Source: an optimization exercise on an open RTL-to-GDS flow (aim: small area). Production flows keep margins and buffers that such runs may drop.
Only simulation tests tie the RTL to the original design; equivalence was not proved.
The clock port is modelled as an ideal driver, which makes a skipped or thinned clock tree look cheaper than it is; a real chip needs a root buffer or a tree.
No activity file was given, so power comes from the tool's default toggle rates.

Setup of run A:
==> flow/design.v (excerpt) <==
module glitchhammer(clk, reset, priv_scl, priv_sda, main_scl, main_sda,
					dac_level, pulldown_trans);
Size: about 280 cells after synthesis, about 42 flip-flops, ~15 I/O pins, about 2400 sq um of cells after synthesis.
export LEC_CHECK = 0
export CAP_MARGIN = 20
export CORE_MARGIN = 2
export CORE_UTILIZATION = 40
export SLEW_MARGIN = 20
create_clock -name core_clock -period 5.0 [get_ports {clk}]
run.sh (not shown) runs the stock make flow with config.mk's settings and CLKGATE_MAP_FILE= SYNTH_SCRIPT=/design/flow/synth_recipe.tcl, a recipe that flattens the netlist after the stock synthesis.
The following lists how run B was set up differently from run A:
==> flow/flow/run.sh (new file) <==
#!/bin/bash
# Layout flow: the standard flow, with the combinational logic of the standard
# synthesis re-mapped by ABC for area (every register cell is kept as the
# standard synthesis made it), minimum-size port buffers and a smaller clock tree.
set -euo pipefail
W=$(pwd)
F=$W/flow
R=$W/orfs/results/$FLOW_PLATFORM/glitchhammer/base
LIB=$FLOW_HOME/platforms/sky130hd/lib/sky130_fd_sc_hd__tt_025C_1v80.lib

# 1. the standard synthesis
bash standard.sh synth > $W/synth.log 2>&1

# 2. area re-mapping of the combinational logic
cp $R/1_2_yosys.v $W/std_1_2_yosys.v
SEQ=$(grep -oE "sky130_fd_sc_hd__\w+" $W/std_1_2_yosys.v | sort -u | grep -E "__(e?s?df|dl|sdf|edf)" | tr '\n' ' ')
cat > $W/remap.ys <<EOY
read_liberty -ignore_miss_func $LIB
read_verilog $W/std_1_2_yosys.v
hierarchy -top $FLOW_TOP
setattr -mod -set keep_hierarchy 1 $SEQ
flatten
opt -purge
abc -liberty $LIB -dont_use *probe* -dont_use *lpflow* -script $F/area.abc
opt_clean -purge
hilomap -singleton -hicell sky130_fd_sc_hd__conb_1 HI -locell sky130_fd_sc_hd__conb_1 LO
opt_clean -purge
splitnets
opt_clean -purge
stat -liberty $LIB
select $FLOW_TOP
write_verilog -noattr -nohex -nodec -selected $W/remap_all.v
EOY
yosys -s $W/remap.ys > $W/remap.log 2>&1
awk -v top="$FLOW_TOP" '$0 ~ "^module "top"\\(" {p=1} p {print} /^endmodule/ {if (p) exit}' $W/remap_all.v > $W/remap.v
# use it only if it keeps exactly the standard synthesis's registers
if diff <(grep -E "^\s*sky130_fd_sc_hd__(e?s?df|dl|sdf|edf)" $W/std_1_2_yosys.v | sort) \
        <(grep -E "^\s*sky130_fd_sc_hd__(e?s?df|dl|sdf|edf)" $W/remap.v | sort) > $W/remap_regs.diff; then
  cp $W/remap.v $R/1_2_yosys.v
  rm -f $R/1_synth.odb
else
  echo "remap changed the registers; keeping the standard netlist" >> $W/remap.log
fi

# 3. the rest of the standard flow
bash standard.sh \
  BUFFER_PORTS_ARGS="-buffer_cell sky130_fd_sc_hd__buf_1" \
  CTS_ARGS="-sink_clustering_enable -repair_clock_nets -dont_use_dummy_load -sink_clustering_size 60 -sink_clustering_max_diameter 300 -buf_list sky130_fd_sc_hd__clkbuf_8 -root_buf sky130_fd_sc_hd__clkbuf_8" \
  finish > $W/layout.log 2>&1
==> flow/flow/area.abc (new file) <==
&get -n
&st
&dch -f
&nf -a -R 1000
&put
==> flow/standard.sh (new file) <==
#!/bin/bash
# synth_recipe.tcl (not shown) runs the flow's synth.tcl, then flattens the netlist and writes it again
# the make line also repeats each setting of config.mk as NAME=value (left out here)
make -C /OpenROAD-flow-scripts/flow DESIGN_CONFIG=/design/flow/config.mk WORK_HOME=/design/flow/orfs CLKGATE_MAP_FILE= SYNTH_SCRIPT=/design/flow/synth_recipe.tcl "${@:-finish}"
removed: flow/run.sh
==> notes.md <==
Re number of logic inverters in the finished layout: run A was higher than run B. Taking run A as the reference point, the placeable core region of run B falls by about 14%. Looking at total die area, run B sits 870 sq um lower than run A does. The power per unit of standard cell area in run B is 0.926 times that in run A. The run with more routed wire is run A, not run B. Going from run A to run B, multi-input logic cell count shrank by a little under 10%. The higher total number of cells along the worst setup path of run A and run B is in run B. In the metrics for run A and run B, the one carrying the higher area growth from synthesis to layout is run B.

glitchhammer, a different RTL version from the one above (not shown whole).
Size in the first run: ~15 I/O pins, ~0.0017 mm² of cells after synthesis.
## glitchhammer
module glitchhammer(clk, reset, priv_scl, priv_sda, main_scl, main_sda,
					dac_level, pulldown_trans);
==> flow/config.mk <==
export PLATFORM = sky130hd
export DESIGN_NAME = glitchhammer
export DESIGN_NICKNAME = glitchhammer
export VERILOG_FILES = /design/flow/design.v
export SDC_FILE = /design/flow/constraint.sdc
export NUM_CORES = 4
export LEC_CHECK = 0
export CAP_MARGIN = 20
export CORE_MARGIN = 2
export CORE_UTILIZATION = 40
export SLEW_MARGIN = 20
==> flow/constraint.sdc <==
create_clock -name core_clock -period 5.0 [get_ports {clk}]
set_input_delay 1.0000 -clock core_clock [delete_from_list [all_inputs] [get_ports {clk}]]
set_output_delay 1.0000 -clock core_clock [all_outputs]
set_load 0.01 [all_outputs]
standard.sh (not shown) runs the stock make flow with config.mk's settings and CLKGATE_MAP_FILE= SYNTH_SCRIPT=/design/flow/synth_recipe.tcl, a recipe that flattens the netlist after the stock synthesis.
==> flow/flow/run.sh <==
#!/bin/bash
# Layout flow: the standard flow, with
#  - the combinational logic of the standard synthesis re-mapped by ABC for
#    area (a few seeds tried in parallel, the smallest kept); every register
#    cell stays exactly as the standard synthesis made it,
#  - minimum-size port buffers,
#  - a clock tree of one small root buffer and a few leaf buffers
#    (clocktree.tcl, run after CTS).
# Each tool's output goes to a log file in the work folder.
set -euo pipefail
W=$(pwd)
F=$W/flow
R=$W/orfs/results/$FLOW_PLATFORM/glitchhammer/base
LIB=$FLOW_HOME/platforms/sky130hd/lib/sky130_fd_sc_hd__tt_025C_1v80.lib

# 1. the standard synthesis
bash standard.sh synth > $W/synth.log 2>&1

# 2. area re-mapping of the combinational logic
cp $R/1_2_yosys.v $W/std_1_2_yosys.v
SEQ=$(grep -oE "sky130_fd_sc_hd__\w+" $W/std_1_2_yosys.v | sort -u | grep -E "__(e?s?df|dl|sdf|edf)" | tr '\n' ' ')
regs() { grep -E "^\s*sky130_fd_sc_hd__(e?s?df|dl|sdf|edf)" "$1" | sort; }
for S in 0 1 2 3; do
  sed "s/@SEED@/$S/" $F/area.abc > $W/area_$S.abc
  cat > $W/remap_$S.ys <<EOY
read_liberty -ignore_miss_func $LIB
read_verilog $W/std_1_2_yosys.v
hierarchy -top $FLOW_TOP
setattr -mod -set keep_hierarchy 1 $SEQ
flatten
opt -purge
abc -liberty $LIB -dont_use *probe* -dont_use *lpflow* -script $W/area_$S.abc
opt_clean -purge
hilomap -singleton -hicell sky130_fd_sc_hd__conb_1 HI -locell sky130_fd_sc_hd__conb_1 LO
opt_clean -purge
splitnets
opt_clean -purge
stat -liberty $LIB
select $FLOW_TOP
write_verilog -noattr -nohex -nodec -selected $W/remap_all_$S.v
EOY
  ( yosys -s $W/remap_$S.ys > $W/remap_$S.log 2>&1 || true ) &
done
wait
best=""; best_area=""
for S in 0 1 2 3; do
  [[ -f $W/remap_all_$S.v ]] || continue
  awk -v top="$FLOW_TOP" '$0 ~ "^module "top"\\(" {p=1} p {print} /^endmodule/ {if (p) exit}' $W/remap_all_$S.v > $W/remap_$S.v
  a=$( (grep "Chip area for top module" $W/remap_$S.log || true) | tail -1 | awk '{print $NF}')
  if [[ -n "$a" ]] && diff <(regs $W/std_1_2_yosys.v) <(regs $W/remap_$S.v) > /dev/null; then
    echo "seed $S: area $a" >> $W/remap_pick.log
    if [[ -z "$best" ]] || awk -v a="$a" -v b="$best_area" 'BEGIN {exit !(a < b)}'; then best=$S; best_area=$a; fi
  else
    echo "seed $S: not used" >> $W/remap_pick.log
  fi
done
if [[ -n "$best" ]]; then
  echo "using seed $best" >> $W/remap_pick.log
  cp $W/remap_$best.v $R/1_2_yosys.v
  rm -f $R/1_synth.odb
else
  echo "no re-mapping kept; using the standard netlist" >> $W/remap_pick.log
fi

# 3. the rest of the standard flow
bash standard.sh \
  BUFFER_PORTS_ARGS="-buffer_cell sky130_fd_sc_hd__buf_1" \
  CTS_ARGS="-sink_clustering_enable -repair_clock_nets -dont_use_dummy_load -sink_clustering_size 60 -sink_clustering_max_diameter 300 -buf_list sky130_fd_sc_hd__clkbuf_8 -root_buf sky130_fd_sc_hd__clkbuf_8" \
  POST_CTS_TCL=$F/clocktree.tcl \
  CLK_TREE_SLEW_PS=112 \
  CLK_TREE_CHOICES="0::clkbuf_16 2:buf_8:clkbuf_2 3:buf_6:clkbuf_1 3:buf_6:clkbuf_2 2:buf_12:clkbuf_1 3:clkbuf_8:clkbuf_2 4:clkbuf_8:clkbuf_2" \
  GPL_TIMING_DRIVEN=0 \
  finish > $W/layout.log 2>&1
Other scripts of this flow, unchanged in this note and not shown: flow/flow/area.abc, flow/flow/clocktree.tcl
Change:
Settings changed: PLACE_DENSITY set to 0.9.
The changed run passed the timing, design-rule and antenna checks; global-route usage increases by 0.55 points; final area barely changes; total power hardly moves; worst setup slack improves by 0.096 ns; routed wire length falls by a few percent.
In every run of this note, the design's own scripts or RTL, not TritonCTS, make the clock network.

-- what the ideal ports hide --
The flow's constraints put no driver on any port. The routed layouts listed below were extracted and timed again, unchanged, in two steps. Step 1: set_driving_cell puts a clkbuf_16 on clk and a buf_2 on each other input, an assumption about the parent block. Step 2 times the ports against the registers' clock, not the clock port: input delays grow and output delays shrink by t, the midpoint of the rising clock arrivals with the driver on. a / b / c = ideal / step 1 / step 2; a / b = the first two.
| run | shift t [ns] | setup slack, ns | latest minus earliest clock arrival (ns) | worst slew at a driven data input, ns |
|---|---|---|---|---|
| run A | 0.323 | 2.444 / 2.447 / 2.125 | 0.007 / 0.007 | 0.03 |
| run B | 0.316 | 2.463 / 2.463 / 2.463 | 0.021 / 0.020 | 0.03 |
| the first run of note 2 | 0.446 | 1.441 / 1.441 / 1.441 | 0.015 / 0.016 | 0.03 |
| the second run of note 2 | 0.357 | 1.537 / 1.537 / 1.537 | 0.004 / 0.004 | 0.03 |
After both steps every run listed still meets setup and hold. For run A, which loses most, drivers alone change the setup slack by +0.003 ns; drivers and shift together by -0.319 ns.
